Source: an optimization exercise on an open RTL-to-GDS flow (aim: small area and a short achievable clock period). Production flows keep margins and buffers that such runs may drop. No functional check of the RTL was part of any run shown here. No activity file was given, so power comes from the tool's default toggle rates.

[run.sh]
#!/bin/bash
# synth_recipe.tcl (not shown) runs the flow's synth.tcl, then flattens the netlist and writes it again
# the make line also repeats each setting of config.mk as NAME=value (left out here)
make -C /OpenROAD-flow-scripts/flow DESIGN_CONFIG=/design/flow/config.mk WORK_HOME=/design/flow/orfs CLKGATE_MAP_FILE= SYNTH_SCRIPT=/design/flow/synth_recipe.tcl finish
[config.mk]
export PLATFORM = sky130hd
export DESIGN_NAME = ip_stride
export DESIGN_NICKNAME = ip_stride
export VERILOG_FILES = /design/flow/design.v
export SDC_FILE = /design/flow/constraint.sdc
export NUM_CORES = 4
export LEC_CHECK = 0
export CAP_MARGIN = 20
export CORE_MARGIN = 2
export CORE_UTILIZATION = 40
export SETUP_SLACK_MARGIN = 5
export SLEW_MARGIN = 20
export SYNTH_HIERARCHICAL = 1
[constraint.sdc]
create_clock -name core_clock -period 20.0 [get_ports {clk}]
set_input_delay 4.0000 -clock core_clock [delete_from_list [all_inputs] [get_ports {clk}]]
set_output_delay 4.0000 -clock core_clock [all_outputs]
set_load 0.01 [all_outputs]
[design.v]
module ip_stride #(parameter IP_TRACKER_COUNT = 8)
(
	input   logic 			clk,
	input   logic 			rst,
	input   logic   [63:0]  addr_i,
	input 	logic 	[63:0]	ip_i,
	output 	logic 	[63:0]	pref_addr1_o,
	output 	logic 	        pref_valid1_o,
	output 	logic 	[63:0]	pref_addr2_o,
	output 	logic 	        pref_valid2_o,
	output 	logic 	[63:0]	pref_addr3_o,
	output 	logic 	        pref_valid3_o
);
localparam N = IP_TRACKER_COUNT;
localparam CW = 58;
logic [63:0]   ip       [N];
logic [CW-1:0] last_cla [N];
logic [CW-1:0] pred     [N];
logic [N-1:0]  vld;
logic [N-1:0]  lru;
logic          pref_valid1, pref_valid2, pref_valid3;
logic [CW-1:0] cla;
assign cla = addr_i[63:6];
logic          ip_zero;
logic [N-1:0]  eq, vmatch, match, sel, victim, wsel;
logic          hit;
assign ip_zero = (ip_i == 64'd0);
genvar gi;
generate
	for (gi = 0; gi < N; gi++) begin : g_cmp
		ips_eq64 u_eq (.a(ip[gi]), .b(ip_i), .eq(eq[gi]));
	end
endgenerate
always_comb begin
	for (int i = 0; i < N; i++) begin
		vmatch[i] = vld[i] & eq[i];
		match[i]  = vmatch[i] | (~vld[i] & ip_zero);
	end
end
assign hit = |match;
always_comb begin
	sel = '0;
	for (int i = 0; i < N; i++) begin
		sel[i] = match[i];
		for (int j = i + 1; j < N; j++)
			if (match[j]) sel[i] = 1'b0;
	end
end
always_comb begin
	victim = '0;
	for (int i = 0; i < N; i++) begin
		victim[i] = ~lru[i];
		for (int j = 0; j < i; j++)
			if (~lru[j]) victim[i] = 1'b0;
	end
end
logic [N*CW-1:0] lc_flat, pr_flat;
always_comb begin
	for (int i = 0; i < N; i++) begin
		lc_flat[i*CW +: CW] = last_cla[i];
		pr_flat[i*CW +: CW] = pred[i];
	end
end
logic [CW-1:0] lsel, rd_pred;
ips_sel9 #(.W(CW)) u_lsel (.sel({~hit, vmatch}), .d({cla, lc_flat}), .q(lsel));
ips_sel8 #(.W(CW)) u_psel (.sel(vmatch), .d(pr_flat), .q(rd_pred));
logic [CW-1:0] p1, p2, p3;
ips_pref #(.W(CW)) u_pref (.c(cla), .l(lsel), .p1(p1), .p2(p2), .p3(p3));
assign pref_addr1_o = {p1, 6'b000000};
assign pref_addr2_o = {p2, 6'b000000};
assign pref_addr3_o = {p3, 6'b000000};
assign pref_valid1_o = pref_valid1;
assign pref_valid2_o = pref_valid2;
assign pref_valid3_o = pref_valid3;
logic stride_nz, we, stride_match;
assign stride_nz    = (cla != lsel);
assign we           = ~hit | stride_nz;
assign wsel         = hit ? sel : victim;
assign stride_match = (cla == rd_pred);
logic [N-1:0] lru_set, lru_nxt;
assign lru_set = lru | wsel;
assign lru_nxt = (&lru_set) ? wsel : lru_set;
always_ff @(posedge clk) begin
	for (int i = 0; i < N; i++) begin
		if (we & wsel[i]) begin
			ip[i]       <= ip_i;
			last_cla[i] <= cla;
			pred[i]     <= p1;
		end
	end
end
always_ff @(posedge clk) begin
	if (rst) begin
		vld         <= '0;
		lru         <= '0;
		pref_valid1 <= 1'b0;
		pref_valid2 <= 1'b0;
		pref_valid3 <= 1'b0;
	end else if (we) begin
		vld <= vld | wsel;
		lru <= lru_nxt;
		if (hit) begin
			pref_valid1 <= stride_match & (p1[CW-1:6] == cla[CW-1:6]);
			pref_valid2 <= stride_match & (p2[CW-1:6] == cla[CW-1:6]);
			pref_valid3 <= stride_match & (p3[CW-1:6] == cla[CW-1:6]);
		end
	end
end
endmodule  
module ips_eq64
(
	input  logic [63:0] a,
	input  logic [63:0] b,
	output logic        eq
);
assign eq = (a == b);
endmodule
module ips_sel9 #(parameter W = 58)
(
	input  logic [8:0]     sel,
	input  logic [9*W-1:0] d,
	output logic [W-1:0]   q
);
always_comb begin
	q = '0;
	for (int i = 0; i < 9; i++)
		q = q | ({W{sel[i]}} & d[i*W +: W]);
end
endmodule
module ips_sel8 #(parameter W = 58)
(
	input  logic [7:0]     sel,
	input  logic [8*W-1:0] d,
	output logic [W-1:0]   q
);
always_comb begin
	q = '0;
	for (int i = 0; i < 8; i++)
		q = q | ({W{sel[i]}} & d[i*W +: W]);
end
endmodule
module ips_pref #(parameter W = 58)
(
	input  logic [W-1:0] c,
	input  logic [W-1:0] l,
	output logic [W-1:0] p1,
	output logic [W-1:0] p2,
	output logic [W-1:0] p3
);
logic [W-1:0] nl, nl2, c2, c4;
assign nl  = ~l;
assign nl2 = {~l[W-2:0], 1'b1};
assign c2  = {c[W-2:0], 1'b0};
assign c4  = {c[W-3:0], 2'b00};
logic [W-1:0] s2, k2, s3, k3;
assign s2 = c ^ c2 ^ nl2;
assign k2 = {(c[W-2:0] & c2[W-2:0]) | (c[W-2:0] & nl2[W-2:0]) | (c2[W-2:0] & nl2[W-2:0]), 1'b0};
assign s3 = c4 ^ nl ^ nl2;
assign k3 = {(c4[W-2:0] & nl[W-2:0]) | (c4[W-2:0] & nl2[W-2:0]) | (nl[W-2:0] & nl2[W-2:0]), 1'b1};
ips_add #(.W(W)) u_add1 (.a(c2), .b(nl), .cin(1'b1), .s(p1));
ips_add #(.W(W)) u_add2 (.a(s2), .b(k2), .cin(1'b1), .s(p2));
ips_add #(.W(W)) u_add3 (.a(s3), .b(k3), .cin(1'b1), .s(p3));
endmodule
module ips_add #(parameter W = 58)
(
	input  logic [W-1:0] a,
	input  logic [W-1:0] b,
	input  logic         cin,
	output logic [W-1:0] s
);
localparam LV = $clog2(W);
logic [W-1:0] g [LV+1];
logic [W-1:0] p [LV+1];
logic [W-1:0] hp;
always_comb begin
	hp = a ^ b;
	g[0] = a & b;
	p[0] = hp;
	g[0][0] = (a[0] & b[0]) | (hp[0] & cin);
	for (int l = 0; l < LV; l++) begin
		for (int i = 0; i < W; i++) begin
			if ((i >> l) & 1) begin
				g[l+1][i] = g[l][i] | (p[l][i] & g[l][((i >> l) << l) - 1]);
				p[l+1][i] = p[l][i] & p[l][((i >> l) << l) - 1];
			end else begin
				g[l+1][i] = g[l][i];
				p[l+1][i] = p[l][i];
			end
		end
	end
	s[0] = hp[0] ^ cin;
	for (int i = 1; i < W; i++)
		s[i] = hp[i] ^ g[LV][i-1];
end
endmodule
==> impl_metrics.csv, run 1 <==
group,metric,value,unit
placed_design,hpwlAfterDp,137000,um
placed_design,gp_congestion,0.972,
synthesis,yosys.area_share.adder,6.80,%
power,vdd.ir_drop.worst,99.6,uV
floorplan,std_cell_rows,152,
route,ant_nets,0,
synthesis,synth.top_cells.by_area,"edfxtp_1 62%, xor2_1 9.3%, fa_1 3.8%, a22oi_1 3.1%, ha_1 3.0%",
synthesis,yosys_warnings,18,
cells_and_area,layout.core_utilization,49.8,%
clocking,numCtsBuffers,157,
critical_path,required,16.00,ns
floorplan,ioPinCount,325,
critical_path,critPathKind,"primary input to primary output",
clocking,clkSlewWorstSetupHoldPaths,0.06,ns
synthesis,synth_compound_area_share,9.47,%
global_routing,first_pass_grt_wire_length,306000,um
placed_design,port_buffers,300,
global_routing,gr-total-overflow,0,
cells_and_area,syn_to_final_growth,23.5,%
hold_path,holdCritStartpoint,"lru[4]",
sta,number_of_hold_violations_in_the_final_report,0,
floorplan,floorplan.core_area,172000,um^2
clocking,clock_latency,0.81,ns
synthesis,seq_area_frac_synth,62.9,%
clocking,tritoncts_clock_tree,"yes",
synthesis,synth_cell_type_count,82,
global_routing,number_of_global_route_vias_before_repair,42800,
synthesis,synth_top_family_by_area,"XOR/XNOR gates",
hold_path,whs_path_depth,2,
clocking,root_buffer,"clkbuf_16",
synthesis,synth_top_area_cell,"edfxtp_1",
route,drt-wirelength-per-cell,27.8,um
synthesis,synth-xor-area-share,11.5,%
critical_path,max_fo_critical_path,17,
route,first_pass_iters,6,
sta,setup_violations,0,
synthesis,synth_edf_count,1440,
sta,timing.slew.headroom,8.15,%
critical_path,crit_path_start_kind,"primary input",
cells_and_area,nNetsFinal,5848,
synthesis,async_flop_share,0,%
synthesis,synth.cell_area,69400,um^2
clocking,bufs_on_longest_clock_path,3,
sta,min_period_over_period,75.1,%
floorplan,initial_utilization,40.3,%
critical_path,r2r-start,"ip[0][28]",
global_routing,grt_use_total,24.1,%
global_routing,antenna_violations_before_repair,16,
critical_path,critical_path_buf_inv_count,8,
synthesis,synth.area.mux_share,0,%
sta,setup_tns,0,ns
synthesis,synth-simple-area-share,6.26,%
critical_path,critPathArrivalTime,11.03,ns
synthesis,yosysTopAreaCellShare,62.3,%
synthesis,most_repeated_cell_in_the_gate_level_netlist_after_synthesis,"edfxtp_1",
route,drt_first_iter_violations,4453,
clocking,htree_levels,4,
sta,fin_ws,4.97,ns
floorplan,die_w,420,um
synthesis,syn_inst,4741,
critical_path,r2r_setup_slack,10.77,ns
critical_path,max_stage_delay,0.58,ns
critical_path,worstRegToRegCells,34,
flow_run,cap_viol_max_count,0,
synthesis,ys.flop_type,"edfxtp_1",
sta,rsz_0062_raised_after_global_routing,"yes",
synthesis,syn_avg_cell_area,14.6,um^2
synthesis,synth_top_cells_by_count,"1440 x edfxtp_1, 740 x xor2_1, 311 x inv_1",
sta,drv_slew,0,
sta,worst_slew_pin_slew,1.37,ns
hold_path,hold_path.class,"flop to flop",
route,sum_of_routed_wire_length_over_all_layers,219000,um
hold_path,hold_end,"lru[4]",
cells_and_area,drive_above_1_share,20.2,%
route,via_count,44600,
floorplan,die_area,177000,um^2
clocking,cts.sink_count,1459,
route,viasPerCell,5.68,
power,leakagePower,30.8,nW
critical_path,cp_top_family,"compound AO/OA/AOI/OAI gates",
critical_path,r2r_end,"pref_valid2",
placed_design,dpl_worst_slack,1.82,ns
critical_path,end_kind,"primary output",
outcome,result_of_the_run,"no timing/DRC/antenna violations",
floorplan,die_height,420,um
sta,min_clock_period_post_route,15.03,ns
power,power-per-cell-area,97.3,nW/um^2
sta,max_clock_freq,0.0665,GHz
critical_path,cpMaxStageDelayCell,"fa_1",
sta,skew,0.0525,ns
global_routing,grt_start_max_net_pins,135,
synthesis,synth_seq_cells,1459,
route,drt_drc_violations_left,0,
[area by class of cell]
class | instances | area [um^2]
Timing Repair inverter | 4 | 35.0
Multi-Input combinational cell | 2813 | 26300
Fill cell | 14700 | 86200
Tap cell | 2310 | 2890
Antenna cell | 3 | 7.51
Timing Repair Buffer | 674 | 6370
Clock buffer | 195 | 4070
Sequential cell | 1459 | 43600
Inverter | 311 | 1290
Clock inverter | 90 | 1050
[worst max path at each step]
stage,to,startpoint,cells past startpoint
finish,pref_addr2_o[63],ip_i[60],29
global placement,pref_addr1_o[53],ip_i[28],27
detailed placement,pref_addr1_o[53],ip_i[28],27
floorplan,lru[3],ip_i[58],18
global route,pref_addr1_o[44],ip_i[60],31
CTS,pref_addr3_o[63],ip_i[59],24
[power breakdown]
group,switching [W],internal (W),total (W)
Sequential,0.0000276,0.00352,0.00354
Clock,0.00124,0.00164,0.00287
Combinational,0.00117,0.000755,0.00193
[worst min-delay path, cell delays in order, from the launching register on]
cell and delay (ns):
dfxtp_1 0.33, nor2_1 0.10, a211oi_1 0.05
[state kept, by name, summed over array words and instances, names as in the netlist]
register     flops
pred           464
last_cla       464
lru              8
pref_valid3      1
ip             512
vld              8
pref_valid2      1
pref_valid1      1
[repair_timing]
action / in CTS / in global routing
pin swaps: 103 / 99
setup endpoints to repair: 164 / 137
resized for setup: 543 / 316
setup buffers: 105 / 94
hold buffers: 0 / 0
gates cloned: 7 / 4
hold endpoints to repair: 0 / 0
[per-module statistics from Yosys, one instance, submodules excluded, excerpt]
| module | times used | cells inside | area [um^2] | flip-flops and latches |
|---|---|---|---|---|
| ips_eq64 | 8 | 85 | 698 | 0 |
| ip_stride | 1 | 2073 | 48000 | 1459 |
[cells by family after synthesis]
logic type | Yosys count
flops | 1459
xor+xnor | 906
compound gates | 818
simple gates | 765
buf+inv | 492
fa+ha+maj | 298
other cells | 3
[per-layer routing]
metal	vias to the layer above	share of wire (%)	track usage [%]
met5	-	0.0096	0
met4	4	4.9	11.1
met3	395	7.1	3.95
met2	1828	48	39.2
met1	22900	40	31.6
li1	19500	-	-
[layout by cell type (no fill, tap or decap), types with 136 or more instances in the layout]
| cell | count |
|---|---|
| a22oi_1 | 290 |
| xor2_1 | 707 |
| ha_1 | 136 |
| inv_1 | 264 |
| clkbuf_16 | 160 |
| clkdlybuf4s50_1 | 167 |
| edfxtp_1 | 1440 |
| nor4_1 | 157 |
| buf_4 | 309 |
| nand4_1 | 137 |
[through the flow]
stage          total power (W)  cells  hold WS (ns)  area [um^2]
6_report               0.00834   7859         0.527        85700
2_1_floorplan          0.00441   4762         0.480        69500
3_5_place_dp           0.00528   7361         0.514        75800
4_1_cts                0.00827   7758         0.522        83800
3_3_place_gp           0.00526   7359         0.503        75800
5_1_grt                0.00860   7859         0.558        85700
==> run 2: changes to the inputs <==
--- a/design.v
+++ b/design.v
@@ -80,14 +80,21 @@
 logic [N-1:0] lru_set, lru_nxt;
 assign lru_set = lru | wsel;
 assign lru_nxt = (&lru_set) ? wsel : lru_set;
+localparam TW = 64 + 2*CW;
+logic [N-1:0] wen, nwen;
+logic [TW-1:0] tr_q [N];
+logic [TW-1:0] tr_d [N];
+assign wen  = {N{we}} & wsel;
+assign nwen = ~wen;
+generate
+	for (gi = 0; gi < N; gi++) begin : g_hold
+		assign tr_q[gi] = {ip[gi], last_cla[gi], pred[gi]};
+		ips_hold #(.W(TW)) u_hold (.en(wen[gi]), .nen(nwen[gi]), .d({ip_i, cla, p1}), .q(tr_q[gi]), .y(tr_d[gi]));
+	end
+endgenerate
 always_ff @(posedge clk) begin
-	for (int i = 0; i < N; i++) begin
-		if (we & wsel[i]) begin
-			ip[i]       <= ip_i;
-			last_cla[i] <= cla;
-			pred[i]     <= p1;
-		end
-	end
+	for (int i = 0; i < N; i++)
+		{ip[i], last_cla[i], pred[i]} <= tr_d[i];
 end
 always_ff @(posedge clk) begin
 	if (rst) begin
@@ -193,3 +200,13 @@
 		s[i] = hp[i] ^ g[LV][i-1];
 end
 endmodule
+module ips_hold #(parameter W = 180)
+(
+	input  logic         en,
+	input  logic         nen,
+	input  logic [W-1:0] d,
+	input  logic [W-1:0] q,
+	output logic [W-1:0] y
+);
+assign y = ({W{en}} & d) | ({W{nen}} & q);
+endmodule
==> flow/run.sh (new file) <==
#!/bin/bash
# Layout flow: the standard flow (standard synthesis unchanged), with
#  - a larger setup margin for the resizer's timing repair, so that it keeps
#    shortening the input-to-output paths below the 20 ns clock, and
#  - plain buffers (instead of the default delay-cell buffers) on the ports.
# Each tool's full output goes to the ORFS logs under orfs/logs; make's own
# output goes to standard.log.
set -euo pipefail
MARGIN=${MARGIN:-8}
bash standard.sh \
  SETUP_SLACK_MARGIN=$MARGIN \
  "BUFFER_PORTS_ARGS=-buffer_cell sky130_fd_sc_hd__buf_2" \
  finish > standard.log 2>&1
==> standard.sh (new file) <==
#!/bin/bash
# synth_recipe.tcl (not shown) runs the flow's synth.tcl, then flattens the netlist and writes it again
# the make line also repeats each setting of config.mk as NAME=value (left out here)
make -C /OpenROAD-flow-scripts/flow DESIGN_CONFIG=/design/flow/config.mk WORK_HOME=/design/flow/orfs CLKGATE_MAP_FILE= SYNTH_SCRIPT=/design/flow/synth_recipe.tcl "${@:-finish}"
removed: run.sh
==> run 2 against run 1 <==
Effect of this change:
- clock power grew 3%
- critical endpoint is now pref_addr3_o[52]
- largest cell class is now multi-input combinational cells
- critical path type unchanged
- hold slack lost 0.055 ns
- count of clock-buffer cells in the layout grew 36
==> impl_metrics.csv, run 2 <==
group,metric,value,unit
cells_and_area,multi_input_area,42100,um^2
synthesis,synth_cell_type_count,88,
critical_path,max_fo_critical_path,10,
sta,max_clock_freq,0.0678,GHz
synthesis,yosysTopAreaCellShare,41.8,%
cells_and_area,most-common-layout-cells,"1498 x a22o_1, 1459 x dfxtp_1, 691 x xor2_1",
route,drt-wirelength-per-cell,29.4,um
floorplan,std_cell_rows,153,
power,power.internal,0.00707,W
synthesis,synth.top_cells.by_area,"dfxtp_1 42%, a22o_1 19%, xor2_1 9.3%, fa_1 3.8%, a22oi_1 3.1%",
placed_design,gp_congestion,0.977,
hold_path,whs_path_depth,1,
sta,setup_violations,0,
critical_path,end_kind,"primary output",
power,power-per-cell-area,118,nW/um^2
floorplan,die_w,422,um
sta,number_of_hold_violations_in_the_final_report,0,
route,drt_first_iter_violations,6842,
clocking,cts.sink_count,1459,
critical_path,required,16.00,ns
hold_path,hold_path.class,"flop to flop",
synthesis,synth.area.mux_share,0.0286,%
synthesis,yosys.area_share.adder,6.75,%
global_routing,antenna_violations_before_repair,16,
power,vdd.ir_drop.worst,87.7,uV
global_routing,number_of_global_route_vias_before_repair,57900,
synthesis,synth_top_family_by_area,"compound AO/OA/AOI/OAI gates",
synthesis,synth-xor-area-share,11.4,%
critical_path,timing.critical_path.to,"pref_addr3_o[52]",
power,p_clk_share,28.0,%
power,p_sw,0.00355,W
clocking,htree_levels,4,
critical_path,crit_path_frequent_cell,"buf_12",
critical_path,crit_path_start_kind,"primary input",
global_routing,grt_start_max_net_pins,150,
power,p_seq_share,38.9,%
clocking,clock_latency,0.83,ns
cells_and_area,mostFrequentLayoutCell,"a22o_1",
floorplan,die_area,178000,um^2
synthesis,synth_seq_cells,1459,
cells_and_area,nNetsFinal,7577,
critical_path,cpMaxStageDelayCell,"nor4_4",
synthesis,syn_inst,6503,
sta,skew,0.0489,ns
clocking,tritoncts_clock_tree,"yes",
cells_and_area,largest_register_ffs,512,
synthesis,synth_compound_area_share,27.4,%
global_routing,grt_use_total,30.1,%
sta,holdWs,0.472,ns
synthesis,most_repeated_cell_in_the_gate_level_netlist_after_synthesis,"a22o_1",
synthesis,async_flop_share,0,%
cells_and_area,fillers,15000,
flow_run,cap_viol_max_count,0,
global_routing,first_pass_grt_wire_length,403000,um
sta,worst_slew_pin_slew,1.25,ns
critical_path,worstSetupStartpoint,"ip_i[8]",
floorplan,initial_utilization,40.2,%
synthesis,yosys_warnings,21,
clocking,clkSlewWorstSetupHoldPaths,0.05,ns
sta,timing.slew.headroom,16.1,%
floorplan,ioPinCount,325,
outcome,result_of_the_run,"no timing/DRC/antenna violations",
route,viasPerCell,6.24,
sta,drv_slew,0,
route,first_pass_iters,8,
floorplan,floorplan.core_area,174000,um^2
sta,setup_tns,0,ns
synthesis,synth_top_area_cell,"dfxtp_1",
cells_and_area,syn_to_final_growth,28.6,%
clocking,cts.hold.buffers_added,0,
synthesis,syn_avg_cell_area,10.7,um^2
power,leakagePower,37.9,nW
critical_path,r2r_end,"pref_valid3",
synthesis,synth_edf_count,0,
route,drt_drc_violations_left,0,
critical_path,critPathArrivalTime,10.75,ns
route,ant_nets,0,
power,power.switching_fraction,33.4,%
route,via_count,59900,
placed_design,port_buffers,300,
floorplan,die_height,422,um
synthesis,seq_area_frac_synth,41.8,%
sta,rsz_0062_raised_after_global_routing,"yes",
clocking,root_buffer,"clkbuf_16",
sta,min_period_over_period,73.8,%
synthesis,synth_top_cells_by_count,"1498 x a22o_1, 1459 x dfxtp_1, 740 x xor2_1",
cells_and_area,drive_above_1_share,27.1,%
critical_path,critPathKind,"primary input to primary output",
cells_and_area,area.sequential,29200,um^2
clocking,numCtsBuffers,154,
synthesis,synth.cell_area,69900,um^2
power,comb_power_share,33.1,%
synthesis,ys.flop_type,"dfxtp_1",
critical_path,max_stage_delay,0.61,ns
route,sum_of_routed_wire_length_over_all_layers,283000,um
sta,min_clock_period_post_route,14.75,ns
global_routing,gr-total-overflow,0,
critical_path,r2r_setup_slack,10.94,ns
critical_path,worstRegToRegCells,40,
clocking,bufs_on_longest_clock_path,3,
critical_path,r2r-start,"ip[6][30]",
placed_design,hpwlAfterDp,160000,um
synthesis,synth-simple-area-share,6.21,%
==> run 2: cell count changes in the layout (fill, tap and decap cells not counted), moves of 40 or more <==
cell             before   now
edfxtp_1           1440     0
a22o_1               58  1498
buf_4               309   513
buf_2                24   130
clkdlybuf4s50_1     167     0
nor2_1               92    44
buf_6                18   247
dlymetal6s2s_1       40     0
dfxtp_1              19  1459
==> run 2: worst min path at each step <==
stage	from	to
2_1_floorplan	last_cla[0][56]	last_cla[0][56]
3_3_place_gp	last_cla[0][56]	last_cla[0][56]
3_5_place_dp	last_cla[5][28]	last_cla[5][28]
4_1_cts	pred[3][19]	pred[3][19]
5_1_grt	pred[5][27]	pred[5][27]
6_report	last_cla[0][48]	last_cla[0][48]
==> run 2: cells by family after synthesis <==
| logic type | Yosys count |
|---|---|
| compound gates | 2256 |
| simple gates | 753 |
| buf+inv | 826 |
| xor+xnor | 906 |
| other cells | 3 |
| flops | 1459 |
| fa+ha+maj | 298 |
| mux | 2 |
==> run 2: critical path, delay by kind of cell <==
family / cells / cell delay [ns]
AND/OR/NAND/NOR: 7 / 1.99
XOR/XNOR: 1 / 0.19
adder cells (fa/ha/maj): 2 / 0.73
AO/OA/AOI/OAI: 8 / 1.87
buffers and inverters: 13 / 1.92
==> run 2: metal layers <==
layer	vias to the layer above	wire length, um	global-route usage [%]	share of wire [%]
met5	-	87	0	0.031
met4	18	20800	20.0	7.4
met3	776	26800	6.93	9.5
met2	3178	123000	45.0	43
met1	30100	112000	38.8	40
li1	25900	-	-	-
==> run 2: metrics by stage <==
step                      setup slack (ns)  total power [W]  instances  instance area (um^2)  util, %
after floorplan                       6.60          0.00586       6524                 72000        -
after global placement                3.01          0.00670       8738                 74000     42.6
after detailed placement              3.02          0.00677       8738                 74000     42.6
after CTS                             5.55           0.0103       9424                 86800     50.0
after global routing                  5.20           0.0110       9600                 89900     51.7
final                                 5.25           0.0106       9603                 89900     51.8
==> run 2: per-module statistics from Yosys, one instance, submodules excluded, a selection <==
module	cells inside	copies in the design	cell area (um^2)	flip-flops and latches
ip_stride	2075	1	33600	1459
ips_eq64	85	8	698	0
==> run 2: power by group through the flow <==
| stage | combinational (W) | clock (W) | sequential, W |
|---|---|---|---|
| final | 0.00352 | 0.00297 | 0.00413 |
| after global routing | 0.00367 | 0.00312 | 0.00421 |
| after CTS | 0.00316 | 0.00299 | 0.00411 |
| after detailed placement | 0.00262 | 0 | 0.00415 |
| after global placement | 0.00257 | 0 | 0.00413 |
| after floorplan | 0.00181 | 0 | 0.00406 |
==> run 2: timing repair <==
item | in CTS | in global routing
cloned | 16 | 1
buffers inserted | 390 | 173
gates resized for setup | 802 | 316
pin swaps | 299 | 259
endpoints found under the setup margin | 1167 | 197
==> run 2: final cells by class <==
class	instances	share of cell area (%)
inverters	326	1.65
flip-flops and latches	1459	32.5
repair buffers	961	9.85
repair inverters	5	0.0487
diodes	5	0.0139
multi-input cells	4242	46.9
clock inverters	49	0.760
well taps	2325	3.24
clock buffers	231	5.08
==> run 3: changes to the inputs <==
--- a/design.v
+++ b/design.v
@@ -31,13 +31,9 @@
 		ips_eq64 u_eq (.a(ip[gi]), .b(ip_i), .eq(eq[gi]));
 	end
 endgenerate
-always_comb begin
-	for (int i = 0; i < N; i++) begin
-		vmatch[i] = vld[i] & eq[i];
-		match[i]  = vmatch[i] | (~vld[i] & ip_zero);
-	end
-end
-assign hit = |match;
+logic nohit;
+ips_match #(.N(N)) u_match (.eq(eq), .vld(vld), .ipz(ip_zero), .vmatch(vmatch), .match(match), .nohit(nohit));
+assign hit = ~nohit;
 always_comb begin
 	sel = '0;
 	for (int i = 0; i < N; i++) begin
@@ -62,7 +58,7 @@
 	end
 end
 logic [CW-1:0] lsel, rd_pred;
-ips_sel9 #(.W(CW)) u_lsel (.sel({~hit, vmatch}), .d({cla, lc_flat}), .q(lsel));
+ips_sel9 #(.W(CW)) u_lsel (.sel({nohit, vmatch}), .d({cla, lc_flat}), .q(lsel));
 ips_sel8 #(.W(CW)) u_psel (.sel(vmatch), .d(pr_flat), .q(rd_pred));
 logic [CW-1:0] p1, p2, p3;
 ips_pref #(.W(CW)) u_pref (.c(cla), .l(lsel), .p1(p1), .p2(p2), .p3(p3));
@@ -210,3 +206,16 @@
 );
 assign y = ({W{en}} & d) | ({W{nen}} & q);
 endmodule
+module ips_match #(parameter N = 8)
+(
+	input  logic [N-1:0] eq,
+	input  logic [N-1:0] vld,
+	input  logic         ipz,
+	output logic [N-1:0] vmatch,
+	output logic [N-1:0] match,
+	output logic         nohit
+);
+assign vmatch = vld & eq;
+assign match  = vmatch | (~vld & {N{ipz}});
+assign nohit  = ~(|vmatch) & ~(ipz & ~(&vld));
+endmodule
==> run 3 against run 2 <==
Effect of this change:
- still clean
- hold slack worse by 0.0022 ns
- non-clock buffer count is 8 lower
- count of clock-buffer cells in the layout is 5 lower
- sequential share of layout area hardly changed
- critical path type unchanged
- critical endpoint is now pref_addr3_o[63]
==> impl_metrics.csv, run 3 <==
group,metric,value,unit
route,viasPerCell,6.29,
power,power.internal,0.00643,W
power,power.switching_fraction,32.4,%
synthesis,async_flop_share,0,%
power,leakagePower,37.1,nW
route,drt-wirelength-per-cell,29.7,um
cells_and_area,mostFrequentLayoutCell,"a22o_1",
sta,min_clock_period_post_route,14.28,ns
sta,setup_violations,0,
synthesis,yosys_warnings,21,
cells_and_area,most-common-layout-cells,"1497 x a22o_1, 1459 x dfxtp_1, 600 x xor2_1",
clocking,clock_latency,0.82,ns
synthesis,yosysTopAreaCellShare,41.9,%
floorplan,die_w,422,um
synthesis,synth_edf_count,0,
floorplan,die_height,422,um
sta,drv_slew,0,
synthesis,seq_area_frac_synth,41.9,%
critical_path,critPathKind,"primary input to primary output",
critical_path,cpMaxStageDelayCell,"fa_1",
clocking,htree_levels,4,
critical_path,cp_cell_sequence,"buf_4, xor2_1, nor4_1, nand4_1, nor4_2, nand2_2, buf_12, inv_16, buf_12, a221oi_4, nand3_4, inv_4, fa_1, ha_4, a21o_1, a21o_1, a221oi_4, o221ai_2, or4_4, o311a_4, a311o_1, and3_1, a211oi_2, buf_6",
sta,worst_slew_pin_slew,1.25,ns
synthesis,most_repeated_cell_in_the_gate_level_netlist_after_synthesis,"a22o_1",
global_routing,first_pass_grt_wire_length,403000,um
clocking,clkSlewWorstSetupHoldPaths,0.06,ns
sta,timing.slew.headroom,15.8,%
power,p_clk_share,31.5,%
sta,setup_tns,0,ns
critical_path,max_fo_critical_path,45,
critical_path,crit_path_start_kind,"primary input",
synthesis,synth.cell_area,69700,um^2
cells_and_area,largest_register_ffs,512,
synthesis,synth_seq_cells,1459,
synthesis,synth_cell_type_count,80,
synthesis,syn_inst,6497,
outcome,result_of_the_run,"no timing/DRC/antenna violations",
route,sum_of_routed_wire_length_over_all_layers,284000,um
global_routing,number_of_global_route_vias_before_repair,57900,
sta,min_period_over_period,71.4,%
route,ant_nets,0,
synthesis,synth_top_area_cell,"dfxtp_1",
power,p_sw,0.00309,W
floorplan,ioPinCount,325,
cells_and_area,drive_above_1_share,27.0,%
clocking,cts.sink_count,1459,
sta,number_of_hold_violations_in_the_final_report,0,
critical_path,critPathArrivalTime,10.28,ns
critical_path,required,16.00,ns
critical_path,end_kind,"primary output",
synthesis,synth.top_cells.by_area,"dfxtp_1 42%, a22o_1 19%, xor2_1 8.2%, fa_1 3.8%, xnor2_1 3.2%",
critical_path,max_stage_delay,0.56,ns
synthesis,ys.flop_type,"dfxtp_1",
clocking,bufs_on_longest_clock_path,3,
route,via_count,60200,
floorplan,floorplan.core_area,174000,um^2
synthesis,synth_top_cells_by_count,"1498 x a22o_1, 1459 x dfxtp_1, 651 x xor2_1",
flow_run,cap_viol_max_count,0,
floorplan,initial_utilization,40.2,%
placed_design,gp_congestion,1.00,
placed_design,hpwlAfterDp,162000,um
cells_and_area,nNetsFinal,7558,
clocking,numCtsBuffers,153,
clocking,root_buffer,"clkbuf_16",
critical_path,critical_path_buf_inv_count,6,
power,vdd.ir_drop.worst,79.7,uV
route,drt_drc_violations_left,0,
global_routing,gr-total-overflow,0,
clocking,tritoncts_clock_tree,"yes",
synthesis,syn_avg_cell_area,10.7,um^2
global_routing,grt_use_total,30.2,%
sta,skew,0.0469,ns
cells_and_area,layout.core_utilization,51.7,%
sta,rsz_0062_raised_after_global_routing,"yes",
clocking,cts.hold.buffers_added,0,
route,first_pass_iters,7,
critical_path,cp_top_family,"simple AND/OR/NAND/NOR gates",
power,comb_power_share,31.4,%
global_routing,grt_start_max_net_pins,134,
sta,max_clock_freq,0.0700,GHz
global_routing,antenna_violations_before_repair,25,
hold_path,hold_path.class,"flop to flop",
floorplan,std_cell_rows,153,
sta,holdWs,0.469,ns
placed_design,port_buffers,300,
power,p_seq_share,37.1,%
floorplan,die_area,178000,um^2
route,drt_first_iter_violations,7467,
power,power-per-cell-area,106,nW/um^2
cells_and_area,syn_to_final_growth,28.7,%
-- run 3: logic make-up (layout without fill, tap and decap cells) --
group,count (synthesis),count (layout),synth area share (%)
flops,1459,1459,41.9
simple gates,752,752,6.14
compound gates,2253,2253,27.4
fa+ha+maj,298,298,6.77
xor+xnor,906,906,11.4
other cells,3,31,0.0161
buf+inv,826,1558,6.36
-- run 3: what timing repair did --
item                                    in CTS  in global routing
gates cloned                                21                  4
setup buffers                              374                163
pin swaps                                  297                247
endpoints found under the setup margin     176                171
gates resized for setup                    862                311
-- run 3: final timing paths --
path	start	end	slack [ns]	cells after the start
worst max-delay path	ip_i[40]	pref_addr3_o[63]	5.72	24
worst min-delay path	last_cla[7][52]	last_cla[7][52]	0.47	1
worst max register to register	ip[4][42]	pref_valid2	12.00	34
worst min register to register	last_cla[7][52]	last_cla[7][52]	0.47	1
-- run 3: power groups by stage --
stage                     Sequential, W  Clock [W]  Combinational, W
after floorplan                 0.00352          0           0.00134
after global placement          0.00356          0           0.00205
after detailed placement        0.00357          0           0.00209
after CTS                       0.00352    0.00302           0.00268
after global routing            0.00357    0.00314           0.00311
final                           0.00353    0.00300           0.00299
-- run 3: Yosys stat by module, one instance, submodules excluded, a selection --
module	times used	flip-flops and latches	cell area, um^2
ip_stride	1	1459	33300
ips_eq64	8	0	698
-- run 3: cell type report --
class	instances	area [um^2]
Antenna cell	7	17.5
Multi-Input combinational cell	4233	42000
Clock buffer	226	4470
Fill cell	15000	83900
Timing Repair Buffer	953	8800
Clock inverter	49	790
Inverter	324	1520
Timing Repair inverter	6	57.6
Sequential cell	1459	29200
Tap cell	2325	2910
-- run 3: routing by layer --
metal,vias to the layer above,part of all wire [%],track usage (%)
li1,25800,-,-
met1,30200,39,38.6
met2,3255,43,45.6
met3,910,9.4,6.90
met4,26,7.6,19.7
met5,-,0.052,0
-- run 3: stage by stage --
step	instance area (um^2)	total power [W]	setup WS, ns	cells
after detailed placement	73600	0.00566	3.68	8738
after CTS	86800	0.00922	5.77	9408
after global placement	73600	0.00561	3.73	8738
after floorplan	71600	0.00487	6.94	6518
after global routing	89800	0.00981	5.58	9579
final	89800	0.00952	5.72	9582
==> run 4: changes to the inputs <==
--- a/flow/run.sh
+++ b/flow/run.sh
@@ -6,7 +6,7 @@
 # Each tool's full output goes to the ORFS logs under orfs/logs; make's own
 # output goes to standard.log.
 set -euo pipefail
-MARGIN=${MARGIN:-8}
+MARGIN=${MARGIN:-5}
 bash standard.sh \
   SETUP_SLACK_MARGIN=$MARGIN \
   "BUFFER_PORTS_ARGS=-buffer_cell sky130_fd_sc_hd__buf_2" \
==> run 4 against run 3 <==
Effect of this change:
- die area stayed put
- synthesized cell count stayed put
- via count is 5.2% lower
- routed wire length is 7.2% lower
- hold slack hardly changed
- sequential share of layout area is 4.2 points higher
- register-to-register slack worse by 0.40 ns
- final area is 12% lower
- combinational power is about 30% lower
- sequential cell count stayed put
- total power is 10% lower
- non-clock buffer count is 463 lower
- largest power group unchanged
- highest routed layer unchanged
==> impl_metrics.csv, run 4 <==
group,metric,value,unit
critical_path,r2r-start,"ip[5][3]",
cells_and_area,syn_to_final_growth,13.9,%
route,first_pass_iters,8,
clocking,cts.hold.buffers_added,0,
critical_path,max_fo_critical_path,17,
route,drt_drc_violations_left,0,
sta,timing.slew.headroom,22.2,%
synthesis,synth_top_cells_by_count,"1498 x a22o_1, 1459 x dfxtp_1, 651 x xor2_1",
critical_path,cp_top_family,"simple AND/OR/NAND/NOR gates",
synthesis,yosysTopAreaCellShare,41.9,%
cells_and_area,largest_register_ffs,512,
sta,worst_slew_pin_slew,1.17,ns
floorplan,die_w,422,um
outcome,result_of_the_run,"no timing/DRC/antenna violations",
synthesis,syn_avg_cell_area,10.7,um^2
clocking,clock_latency,0.82,ns
critical_path,end_kind,"primary output",
critical_path,cp_cell_sequence,"buf_4, xor2_1, nor4_1, nand4_1, nor4_4, nand2_1, nand4_1, nor3_4, clkbuf_16, a221oi_1, nand3_1, inv_1, fa_1, ha_1, and4_1, nand2_1, a211o_2, a211oi_4, o21bai_1, a31oi_2, a41oi_1, xnor2_2, buf_2",
synthesis,yosys_warnings,21,
critical_path,critical_path_buf_inv_count,4,
route,ant_nets,0,
synthesis,most_repeated_cell_in_the_gate_level_netlist_after_synthesis,"a22o_1",
global_routing,number_of_global_route_vias_before_repair,54900,
hold_path,hold_path.class,"flop to flop",
synthesis,ys.flop_type,"dfxtp_1",
route,drt_first_iter_violations,6081,
critical_path,required,16.00,ns
clocking,cts.sink_count,1459,
synthesis,synth.cell_area,69700,um^2
critical_path,max_stage_delay,0.52,ns
sta,drv_slew,0,
synthesis,async_flop_share,0,%
sta,min_clock_period_post_route,14.93,ns
synthesis,synth_top_area_cell,"dfxtp_1",
sta,rsz_0062_raised_after_global_routing,"yes",
floorplan,die_height,422,um
critical_path,critPathArrivalTime,10.93,ns
global_routing,grt_use_total,28.3,%
floorplan,std_cell_rows,153,
cells_and_area,nNetsFinal,7089,
sta,max_clock_freq,0.0670,GHz
placed_design,gp_congestion,0.986,
synthesis,synth_edf_count,0,
synthesis,seq_area_frac_synth,41.9,%
cells_and_area,drive_above_1_share,14.9,%
sta,number_of_hold_violations_in_the_final_report,0,
cells_and_area,most-common-layout-cells,"1498 x a22o_1, 1459 x dfxtp_1, 646 x xor2_1",
global_routing,antenna_violations_before_repair,19,
global_routing,gr-total-overflow,0,
critical_path,worstRegToRegCells,27,
global_routing,first_pass_grt_wire_length,380000,um
power,vdd.ir_drop.worst,63.3,uV
clocking,htree_levels,4,
sta,min_period_over_period,74.7,%
route,sum_of_routed_wire_length_over_all_layers,264000,um
clocking,root_buffer,"clkbuf_16",
flow_run,cap_viol_max_count,0,
route,viasPerCell,6.27,
floorplan,die_area,178000,um^2
critical_path,crit_path_start_kind,"primary input",
sta,skew,0.0534,ns
synthesis,syn_inst,6497,
placed_design,port_buffers,300,
critical_path,r2r_setup_slack,11.60,ns
route,via_count,57100,
route,drt-wirelength-per-cell,28.9,um
clocking,bufs_on_longest_clock_path,3,
power,power-per-cell-area,108,nW/um^2
critical_path,critPathKind,"primary input to primary output",
cells_and_area,fillers,16100,
clocking,clkSlewWorstSetupHoldPaths,0.06,ns
placed_design,hpwlAfterDp,162000,um
floorplan,ioPinCount,325,
power,leakagePower,33.2,nW
synthesis,synth.top_cells.by_area,"dfxtp_1 42%, a22o_1 19%, xor2_1 8.2%, fa_1 3.8%, xnor2_1 3.2%",
sta,setup_tns,0,ns
clocking,tritoncts_clock_tree,"yes",
hold_path,whs_path_depth,1,
synthesis,synth_seq_cells,1459,
cells_and_area,mostFrequentLayoutCell,"a22o_1",
critical_path,r2r_end,"pref_valid3",
global_routing,grt_start_max_net_pins,123,
floorplan,floorplan.core_area,174000,um^2
hold_path,holdCritStartpoint,"pred[1][47]",
sta,setup_violations,0,
clocking,numCtsBuffers,151,
critical_path,cpMaxStageDelayCell,"fa_1",
hold_path,hold_end,"pred[1][47]",
power,total_power,0.00855,W
synthesis,synth_cell_type_count,80,
floorplan,initial_utilization,40.2,%
-- run 4: cells by family (layout without fill, tap and decap cells) --
group	Yosys count	count (layout)	synth area share, %
fa+ha+maj	298	298	6.77
simple gates	752	752	6.14
buf+inv	826	1093	6.36
compound gates	2253	2253	27.4
other cells	3	29	0.0161
xor+xnor	906	906	11.4
flops	1459	1459	41.9
-- run 4: worst max-delay path by stage --
| stage | startpoint | end | slack [ns] | cells past startpoint |
|---|---|---|---|---|
| global route | ip_i[3] | pref_addr3_o[32] | 4.87 | 26 |
| global placement | ip_i[13] | pref_addr2_o[45] | 3.05 | 26 |
| finish | ip_i[28] | pref_addr3_o[53] | 5.07 | 23 |
| detailed placement | ip_i[13] | pref_addr2_o[45] | 3.04 | 26 |
| CTS | ip_i[42] | pref_addr3_o[45] | 4.93 | 25 |
| floorplan | ip_i[10] | pref_addr1_o[44] | 6.73 | 20 |
-- run 4: power by group --
group | total, W | internal (W) | switching, W
Clock | 0.00294 | 0.00168 | 0.00126
Sequential | 0.00353 | 0.00330 | 0.000231
Combinational | 0.00208 | 0.000837 | 0.00124
-- run 4: metrics by stage --
step | utilization (%) | hold WS [ns] | cells | area (um^2) | setup WS, ns
final | 45.7 | 0.470 | 9115 | 79400 | 5.07
after global routing | 45.7 | 0.476 | 9112 | 79400 | 4.87
after CTS | 45.2 | 0.472 | 9078 | 78600 | 4.93
after detailed placement | 41.6 | 0.452 | 8780 | 72300 | 3.04
after global placement | 41.6 | 0.452 | 8780 | 72300 | 3.05
after floorplan | - | 0.438 | 6518 | 69800 | 6.73
-- run 4: metal layers --
metal,track usage [%],vias to the layer above,part of all wire [%]
li1,-,24900,-
met1,36.6,28700,41
met2,43.4,2816,44
met3,5.73,661,8.4
met4,17.2,22,6.6
met5,0,-,0.050
-- run 4: what timing repair did --
action / in CTS / in global routing
cloned: 0 / 6
resized for setup: 194 / 109
pin swaps: 28 / 22
endpoints found under the setup margin: 152 / 62
buffers inserted: 21 / 26
-- run 4: worst reg2reg max path, stage by stage (launching register included) --
cell,delay [ns]
dfxtp_1,0.32
xor2_1,0.16
nor4_4,0.43
nand4_1,0.42
nor4_4,0.46
nand2_2,0.22
nand4_1,0.19
nor3_4,0.10
clkbuf_16,0.21
a221oi_2,0.32
nand3_2,0.25
inv_4,0.19
fa_1,0.44
ha_1,0.39
and2_1,0.20
a221o_1,0.38
a31o_2,0.29
o211ai_1,0.28
a211oi_2,0.18
o311a_4,0.45
a311o_1,0.42
a31oi_2,0.26
xnor2_2,0.12
xnor2_1,0.63
nand4_1,0.19
nor4_1,0.48
nand4_1,0.16
o2bb2ai_1,0.17
-- run 4: final cells by class --
cell class | count | area (um^2) | share of cell area, %
diodes | 5 | 12.5 | 0.0158
clock buffers | 229 | 4520 | 5.69
clock inverters | 48 | 684 | 0.862
inverters | 324 | 1430 | 1.80
multi-input cells | 4233 | 37400 | 47.1
flip-flops and latches | 1459 | 29200 | 36.8
well taps | 2325 | 2910 | 3.66
repair buffers | 490 | 3210 | 4.05
repair inverters | 2 | 17.5 | 0.0221
-- run 4: modules after synthesis (local to each module, per instance), a selection --
module	area (um^2)	flops+latches	times used
ips_eq64	698	0	8
ip_stride	33300	1459	1
==> run 5: changes to the inputs <==
==> flow/run.sh (replaced) <==
#!/bin/bash
# Layout flow: the standard flow (standard synthesis unchanged), with
#  - a setup margin for the resizer's timing repair,
#  - plain buffers (instead of the default delay-cell buffers) on the ports,
#  - a clock tree of mid-size clock buffers over larger sink clusters,
#    without dummy loads.
# Each tool's full output goes to the ORFS logs under orfs/logs; make's own
# output goes to standard.log.
set -euo pipefail
MARGIN=${MARGIN:-6.5}
bash standard.sh \
  SETUP_SLACK_MARGIN=$MARGIN \
  "BUFFER_PORTS_ARGS=-buffer_cell sky130_fd_sc_hd__buf_2" \
  "CTS_ARGS=-sink_clustering_enable -repair_clock_nets -dont_use_dummy_load -buf_list sky130_fd_sc_hd__clkbuf_8 -sink_clustering_size 16 -sink_clustering_max_diameter 50" \
  finish > standard.log 2>&1
==> run 5 against run 4 <==
Effect of this change:
- still clean on timing, DRC and antenna
- global-route usage rose by 1.2 points
- sequential power is essentially flat
- combinational power up 34%
- total power decreased by 7.5%
- final cell count grew 2.9%
- fmax is 2.3% higher
- sequential cell count is the same
- core utilization rose by 2.6 points
- largest cell class unchanged
- largest power group unchanged
- highest routed layer unchanged
==> impl_metrics.csv, run 5 <==
group,metric,value,unit
outcome,result_of_the_run,"no timing/DRC/antenna violations",
clocking,bufs_on_longest_clock_path,3,
flow_run,cap_viol_max_count,0,
placed_design,port_buffers,300,
cells_and_area,final_cells,9375,
cells_and_area,drive_above_1_share,23.9,%
route,ant_nets,0,
synthesis,synth_top_area_cell,"dfxtp_1",
synthesis,synth_edf_count,0,
sta,rsz_0062_raised_after_global_routing,"yes",
critical_path,required,16.00,ns
sta,number_of_hold_violations_in_the_final_report,0,
cells_and_area,syn_to_final_growth,20.5,%
placed_design,placed_cell_area,72300,um^2
cells_and_area,nNetsFinal,7474,
global_routing,grt_start_max_net_pins,123,
route,viasPerCell,6.32,
sta,min_clock_period_post_route,14.59,ns
global_routing,gr-total-overflow,0,
synthesis,synth.top_cells.by_area,"dfxtp_1 42%, a22o_1 19%, xor2_1 8.2%, fa_1 3.8%, xnor2_1 3.2%",
hold_path,hold_path.class,"flop to flop",
critical_path,end_kind,"primary output",
global_routing,number_of_global_route_vias_before_repair,56700,
clocking,htree_levels,4,
hold_path,whs_path_depth,1,
synthesis,synth_cell_type_count,80,
route,sum_of_routed_wire_length_over_all_layers,276000,um
clocking,clkSlewWorstSetupHoldPaths,0.05,ns
sta,worst_slew_pin_slew,1.17,ns
route,routedLengthMet1,110000,um
critical_path,max_fo_critical_path,8,
power,total_power,0.00791,W
route,via_count,59300,
route,drt_drc_violations_left,0,
floorplan,floorplan.core_area,174000,um^2
clocking,numCtsBuffers,136,
power,leakagePower,34.7,nW
synthesis,async_flop_share,0,%
synthesis,most_repeated_cell_in_the_gate_level_netlist_after_synthesis,"a22o_1",
clocking,root_buffer,"clkbuf_8",
floorplan,std_cell_rows,153,
critical_path,worstRegToRegCells,24,
placed_design,hpwlAfterDp,162000,um
clocking,tritoncts_clock_tree,"yes",
floorplan,die_area,178000,um^2
cells_and_area,final_design_area_no_fill,84000,um^2
cells_and_area,mostFrequentLayoutCell,"a22o_1",
synthesis,ys.flop_type,"dfxtp_1",
placed_design,gp_congestion,0.986,
route,routed-wl-met2,121000,um
synthesis,syn_avg_cell_area,10.7,um^2
power,power-per-cell-area,94.1,nW/um^2
clocking,clock_latency,0.92,ns
global_routing,first_pass_grt_wire_length,395000,um
sta,max_clock_freq,0.0685,GHz
sta,skew,0.135,ns
synthesis,synth_top_cells_by_count,"1498 x a22o_1, 1459 x dfxtp_1, 651 x xor2_1",
power,vdd.ir_drop.worst,48.9,uV
sta,min_period_over_period,72.9,%
floorplan,die_w,422,um
synthesis,yosysTopAreaCellShare,41.9,%
sta,setup_tns,0,ns
synthesis,yosys_warnings,21,
cells_and_area,fillers,15600,
cells_and_area,largest_register_ffs,512,
floorplan,die_height,422,um
placed_design,dpl_worst_slack,3.04,ns
clocking,cts.sink_count,1459,
sta,fin_ws,5.41,ns
floorplan,ioPinCount,325,
route,drt_first_iter_violations,6528,
cells_and_area,most-common-layout-cells,"1497 x a22o_1, 1459 x dfxtp_1, 609 x xor2_1",
global_routing,antenna_violations_before_repair,16,
sta,drv_slew,0,
sta,setup_violations,0,
synthesis,synth.cell_area,69700,um^2
route,wl_met3,25000,um
route,routed.top_layer,"met5",
critical_path,critPathArrivalTime,10.59,ns
synthesis,syn_inst,6497,
sta,timing.slew.headroom,21.8,%
placed_design,post-place-cells,8780,
critical_path,critPathKind,"primary input to primary output",
synthesis,seq_area_frac_synth,41.9,%
global_routing,grt_use_total,29.5,%
route,first_pass_iters,6,
floorplan,initial_utilization,40.2,%
critical_path,crit_path_start_kind,"primary input",
route,drt-wirelength-per-cell,29.4,um
synthesis,synth_seq_cells,1459,
-- run 5: path summary, 6_finish.rpt --
kind	from	slack, ns	end
setup reg to reg	ip[0][42]	11.58	pred[3][9]
hold reg to reg	last_cla[7][49]	0.47	last_cla[7][49]
setup / recovery	ip_i[42]	5.41	pref_addr2_o[63]
hold / removal	last_cla[7][49]	0.47	last_cla[7][49]
-- run 5: kinds of logic after synthesis --
family	after synthesis	share of synthesized area (%)
buf+inv	826	6.36
fa+ha+maj	298	6.77
flops	1459	41.9
other cells	3	0.0161
xor+xnor	906	11.4
compound gates	2253	27.4
simple gates	752	6.14
-- run 5: per-layer routing --
| metal | global-route usage (%) | vias to the layer above |
|---|---|---|
| li1 | - | 25500 |
| met1 | 37.8 | 29900 |
| met2 | 45.1 | 3097 |
| met3 | 6.41 | 784 |
| met4 | 18.4 | 16 |
| met5 | 0 | - |
-- run 5: layout make-up --
class	count	area, um^2	area share (%)
Sequential cell	1459	29200	34.8
Antenna cell	6	15.0	0.0179
Tap cell	2325	2910	3.46
Timing Repair Buffer	886	7610	9.06
Timing Repair inverter	6	55.1	0.0655
Clock buffer	136	1870	2.23
Multi-Input combinational cell	4233	40900	48.6
Inverter	324	1480	1.76
-- run 5: repair_timing --
action / 4_1_cts / 5_1_grt
gates cloned: 12 / 1
pin swaps: 271 / 247
hold buffers: 0 / 0
buffers inserted: 298 / 140
setup endpoints to repair: 172 / 153
gates resized for setup: 903 / 280
-- run 5: worst max-delay path: stages --
cell,delay [ns]
buf_16,0.13
buf_12,0.15
xor2_4,0.18
nor4_4,0.44
nand4_1,0.44
nor4_4,0.43
nand2_2,0.11
nand4_1,0.13
nor3_4,0.12
buf_12,0.18
buf_16,0.16
a221oi_2,0.32
nand3_4,0.20
fa_1,0.54
inv_1,0.04
ha_1,0.41
and3_2,0.29
nand3_2,0.13
o221ai_2,0.15
or4_4,0.57
o311a_4,0.36
a311o_1,0.38
and3_4,0.18
a211oi_4,0.30
buf_2,0.20
-- run 5: report_power, final --
part | total (W) | internal, W | switching (W)
clock network | 0.00159 | 0.000606 | 0.000987
registers | 0.00353 | 0.00329 | 0.000234
logic | 0.00279 | 0.00130 | 0.00149
-- run 5: Yosys stat by module (local to each module, per instance), excerpt --
module | cells | flip-flops and latches
ips_eq64 | 85 | 0
ip_stride | 2038 | 1459
-- run 5: stage by stage --
stage	utilization [%]	hold slack (ns)
2_1_floorplan	-	0.438
3_3_place_gp	41.6	0.452
3_5_place_dp	41.6	0.452
4_1_cts	46.9	0.469
5_1_grt	48.4	0.474
6_report	48.4	0.469
==> run 6: changes to the inputs <==
--- a/flow/run.sh
+++ b/flow/run.sh
@@ -7,7 +7,7 @@
 # Each tool's full output goes to the ORFS logs under orfs/logs; make's own
 # output goes to standard.log.
 set -euo pipefail
-MARGIN=${MARGIN:-6.5}
+MARGIN=${MARGIN:-5}
 bash standard.sh \
   SETUP_SLACK_MARGIN=$MARGIN \
   "BUFFER_PORTS_ARGS=-buffer_cell sky130_fd_sc_hd__buf_2" \
==> run 6 against run 5 <==
Effect of this change:
- critical endpoint is now pref_addr3_o[63]
- register-to-register slack worse by 0.13 ns
- first-iteration DRC count is 8.1% lower
- highest routed layer unchanged
- count of clock-buffer cells in the layout stayed put
- critical path type unchanged
==> impl_metrics.csv, run 6 <==
group,metric,value,unit
critical_path,r2r_setup_slack,11.45,ns
placed_design,post-place-cells,8780,
sta,worst_slew_pin_slew,1.18,ns
flow_run,cap_viol_max_count,0,
power,leakagePower,31.6,nW
floorplan,ioPinCount,325,
floorplan,initial_utilization,40.2,%
critical_path,critPathKind,"primary input to primary output",
route,drt_first_iter_violations,5997,
power,power.switching_fraction,34.1,%
global_routing,antenna_violations_before_repair,20,
clocking,bufs_on_longest_clock_path,3,
floorplan,die_w,422,um
sta,setup_tns,0,ns
cells_and_area,fillers,16500,
clocking,root_buffer,"clkbuf_8",
synthesis,most_repeated_cell_in_the_gate_level_netlist_after_synthesis,"a22o_1",
global_routing,number_of_global_route_vias_before_repair,54300,
route,viasPerCell,6.30,
cells_and_area,multi_input_area,37400,um^2
route,via_count,56500,
sta,timing.slew.headroom,21.3,%
synthesis,synth_seq_cells,1459,
synthesis,seq_area_frac_synth,41.9,%
placed_design,port_buffers,300,
synthesis,async_flop_share,0,%
critical_path,max_fo_critical_path,17,
cells_and_area,most-common-layout-cells,"1498 x a22o_1, 1459 x dfxtp_1, 646 x xor2_1",
synthesis,synth.cell_area,69700,um^2
critical_path,worstSetupStartpoint,"ip_i[3]",
sta,skew,0.136,ns
synthesis,syn_inst,6497,
cells_and_area,area.sequential,29200,um^2
floorplan,die_height,422,um
critical_path,r2r-start,"ip[0][42]",
synthesis,synth_top_cells_by_count,"1498 x a22o_1, 1459 x dfxtp_1, 651 x xor2_1",
clocking,clock_latency,0.92,ns
route,drt-wirelength-per-cell,29.2,um
synthesis,synth_cell_type_count,80,
synthesis,ys.flop_type,"dfxtp_1",
clocking,clkSlewWorstSetupHoldPaths,0.05,ns
power,power.internal,0.00473,W
hold_path,hold_path.class,"flop to flop",
power,p_seq_share,49.0,%
cells_and_area,mostFrequentLayoutCell,"a22o_1",
sta,rsz_0062_raised_after_global_routing,"yes",
global_routing,first_pass_grt_wire_length,378000,um
power,comb_power_share,28.8,%
placed_design,dpl_worst_slack,3.04,ns
cells_and_area,nNetsFinal,7067,
global_routing,grt_start_max_net_pins,123,
sta,drv_slew,0,
sta,fin_ws,5.07,ns
clocking,cts.hold.buffers_added,0,
hold_path,holdCritStartpoint,"last_cla[2][0]",
sta,number_of_hold_violations_in_the_final_report,0,
power,vdd.ir_drop.worst,49.9,uV
clocking,htree_levels,4,
sta,max_clock_freq,0.0670,GHz
global_routing,grt_use_total,28.1,%
clocking,cts.sink_count,1459,
cells_and_area,syn_to_final_growth,8.90,%
cells_and_area,largest_register_ffs,512,
sta,min_clock_period_post_route,14.93,ns
placed_design,hpwlAfterDp,162000,um
critical_path,end_kind,"primary output",
floorplan,die_area,178000,um^2
placed_design,gp_congestion,0.986,
cells_and_area,final_cells,8967,
power,p_sw,0.00245,W
critical_path,crit_path_start_kind,"primary input",
sta,holdWs,0.469,ns
cells_and_area,drive_above_1_share,13.4,%
synthesis,syn_avg_cell_area,10.7,um^2
synthesis,synth.top_cells.by_area,"dfxtp_1 42%, a22o_1 19%, xor2_1 8.2%, fa_1 3.8%, xnor2_1 3.2%",
clocking,tritoncts_clock_tree,"yes",
power,p_clk_share,22.1,%
synthesis,synth_edf_count,0,
global_routing,gr-total-overflow,0,
synthesis,synth_top_area_cell,"dfxtp_1",
critical_path,required,16.00,ns
synthesis,yosys_warnings,21,
outcome,result_of_the_run,"no timing/DRC/antenna violations",
sta,min_period_over_period,74.7,%
floorplan,std_cell_rows,153,
power,power-per-cell-area,94.6,nW/um^2
sta,setup_violations,0,
clocking,numCtsBuffers,136,
synthesis,yosysTopAreaCellShare,41.9,%
route,drt_drc_violations_left,0,
route,first_pass_iters,8,
floorplan,floorplan.core_area,174000,um^2
route,sum_of_routed_wire_length_over_all_layers,262000,um
critical_path,critPathArrivalTime,10.93,ns
route,ant_nets,0,
[run 6: cell counts after synthesis]
Identical to the previous run, type by type.
[run 6: cell type report]
cell class / instances / share of cell area [%]
antenna: 5 / 0.0165
inverter: 324 / 1.88
tap: 2325 / 3.83
clock buffer: 136 / 2.46
sequential: 1459 / 38.5
timing repair buffer: 483 / 4.16
multi-input combinational: 4233 / 49.2
timing repair inverter: 2 / 0.0231
[run 6: power groups by stage]
stage | clock (W) | sequential, W | combinational (W)
2_1_floorplan | 0 | 0.00352 | 0.00121
3_3_place_gp | 0 | 0.00356 | 0.00192
3_5_place_dp | 0 | 0.00357 | 0.00194
4_1_cts | 0.00161 | 0.00351 | 0.00201
5_1_grt | 0.00172 | 0.00356 | 0.00219
6_report | 0.00159 | 0.00352 | 0.00207
[run 6: logic make-up after synthesis]
| logic type | synth area share, % |
|---|---|
| other | 0.0161 |
| and+or+nand+nor | 6.14 |
| xor gates and xnor gates | 11.4 |
| buffers and inverters | 6.36 |
| adders and majority gates | 6.77 |
| AOI/OAI and AO/OA | 27.4 |
| DFF | 41.9 |
[run 6: timing repair]
action                                  in CTS  in global routing
gates resized for setup                    193                 95
setup buffers                               21                 20
endpoints found under the hold margin        0                  0
pin swaps                                   29                 28
gates cloned                                 0                  5
endpoints found under the setup margin     152                 59
[run 6: worst max-delay path, cell delays in order]
cell and delay [ns]:
buf_4 0.19, xor2_1 0.19, nor4_2 0.44, nand4_1 0.46, nor4_4 0.57, nand2_2 0.12
nand4_1 0.15, nor3_4 0.11, clkbuf_16 0.21, a221oi_2 0.29, nand3_2 0.37, inv_2 0.28
fa_1 0.45, ha_1 0.39, a21o_1 0.21, a221oi_2 0.26, buf_4 0.18, o221ai_2 0.11
or4_4 0.44, o311a_4 0.36, a311o_1 0.42, and3_1 0.20, a211oi_4 0.23, buf_6 0.19
[run 6: final timing paths]
path,end,cells after the start
setup / recovery,pref_addr3_o[63],24
hold / removal,last_cla[2][0],1
setup reg to reg,pref_valid3,28
hold reg to reg,last_cla[2][0],1
[run 6: metrics by stage]
step / utilization, % / area [um^2] / total power [W]
global route: 43.7 / 76000 / 0.00747
finish: 43.7 / 76000 / 0.00718
detailed placement: 41.6 / 72300 / 0.00552
CTS: 43.3 / 75200 / 0.00714
floorplan: - / 69800 / 0.00473
global placement: 41.6 / 72300 / 0.00548
[run 6: routing by layer]
metal / vias up / routed length (um) / track usage (%)
met5: - / 115 / 0
met4: 20 / 16700 / 16.4
li1: 24700 / - / -
met3: 607 / 21800 / 5.34
met2: 2863 / 115000 / 43.5
met1: 28300 / 107000 / 36.6
[run 6: per-module statistics from Yosys (local to each module, per instance), a selection]
| module | times used | cells |
|---|---|---|
| ip_stride | 1 | 2038 |
| ips_eq64 | 8 | 85 |

-- port drivers added, routing unchanged --
Ports are ideal in the flow. The routed layouts listed here were re-timed in OpenROAD. Step 1: set_driving_cell puts a clkbuf_16 on clk and a buf_2 on each other input, an assumption about the parent block. Step 2 moves the port delays by t, midway between the first and last clock arrival at a register: inputs arrive t later, outputs are due t later. That takes back most of the time a late clock gives input paths. Slacks: no drivers / after step 1 / after step 2; pairs: no drivers / after step 1.
run | t, ns | slack for setup (ns) | hold WS [ns] | latest minus earliest clock arrival (ns) | cell pins on the clock port's net
run 1 | 0.875 | 4.970 / 4.945 / 4.945 | 0.527 / 0.527 / 0.527 | 0.052 / 0.053 | 1
run 2 | 0.893 | 5.246 / 5.176 / 5.176 | 0.472 / 0.472 / 0.472 | 0.048 / 0.049 | 1
run 3 | 0.889 | 5.720 / 5.637 / 5.637 | 0.469 / 0.469 / 0.469 | 0.047 / 0.046 | 1
run 4 | 0.877 | 5.069 / 5.033 / 5.033 | 0.470 / 0.470 / 0.470 | 0.053 / 0.053 | 1
run 5 | 0.934 | 5.412 / 5.350 / 5.350 | 0.469 / 0.469 / 0.469 | 0.135 / 0.135 | 1
run 6 | 0.933 | 5.066 / 4.998 / 4.998 | 0.469 / 0.469 / 0.469 | 0.136 / 0.136 | 1
After both steps every run listed still meets setup and hold. The setup slack of run 3, which loses most, moves by -0.083 ns with the drivers and by -0.083 ns with both steps.
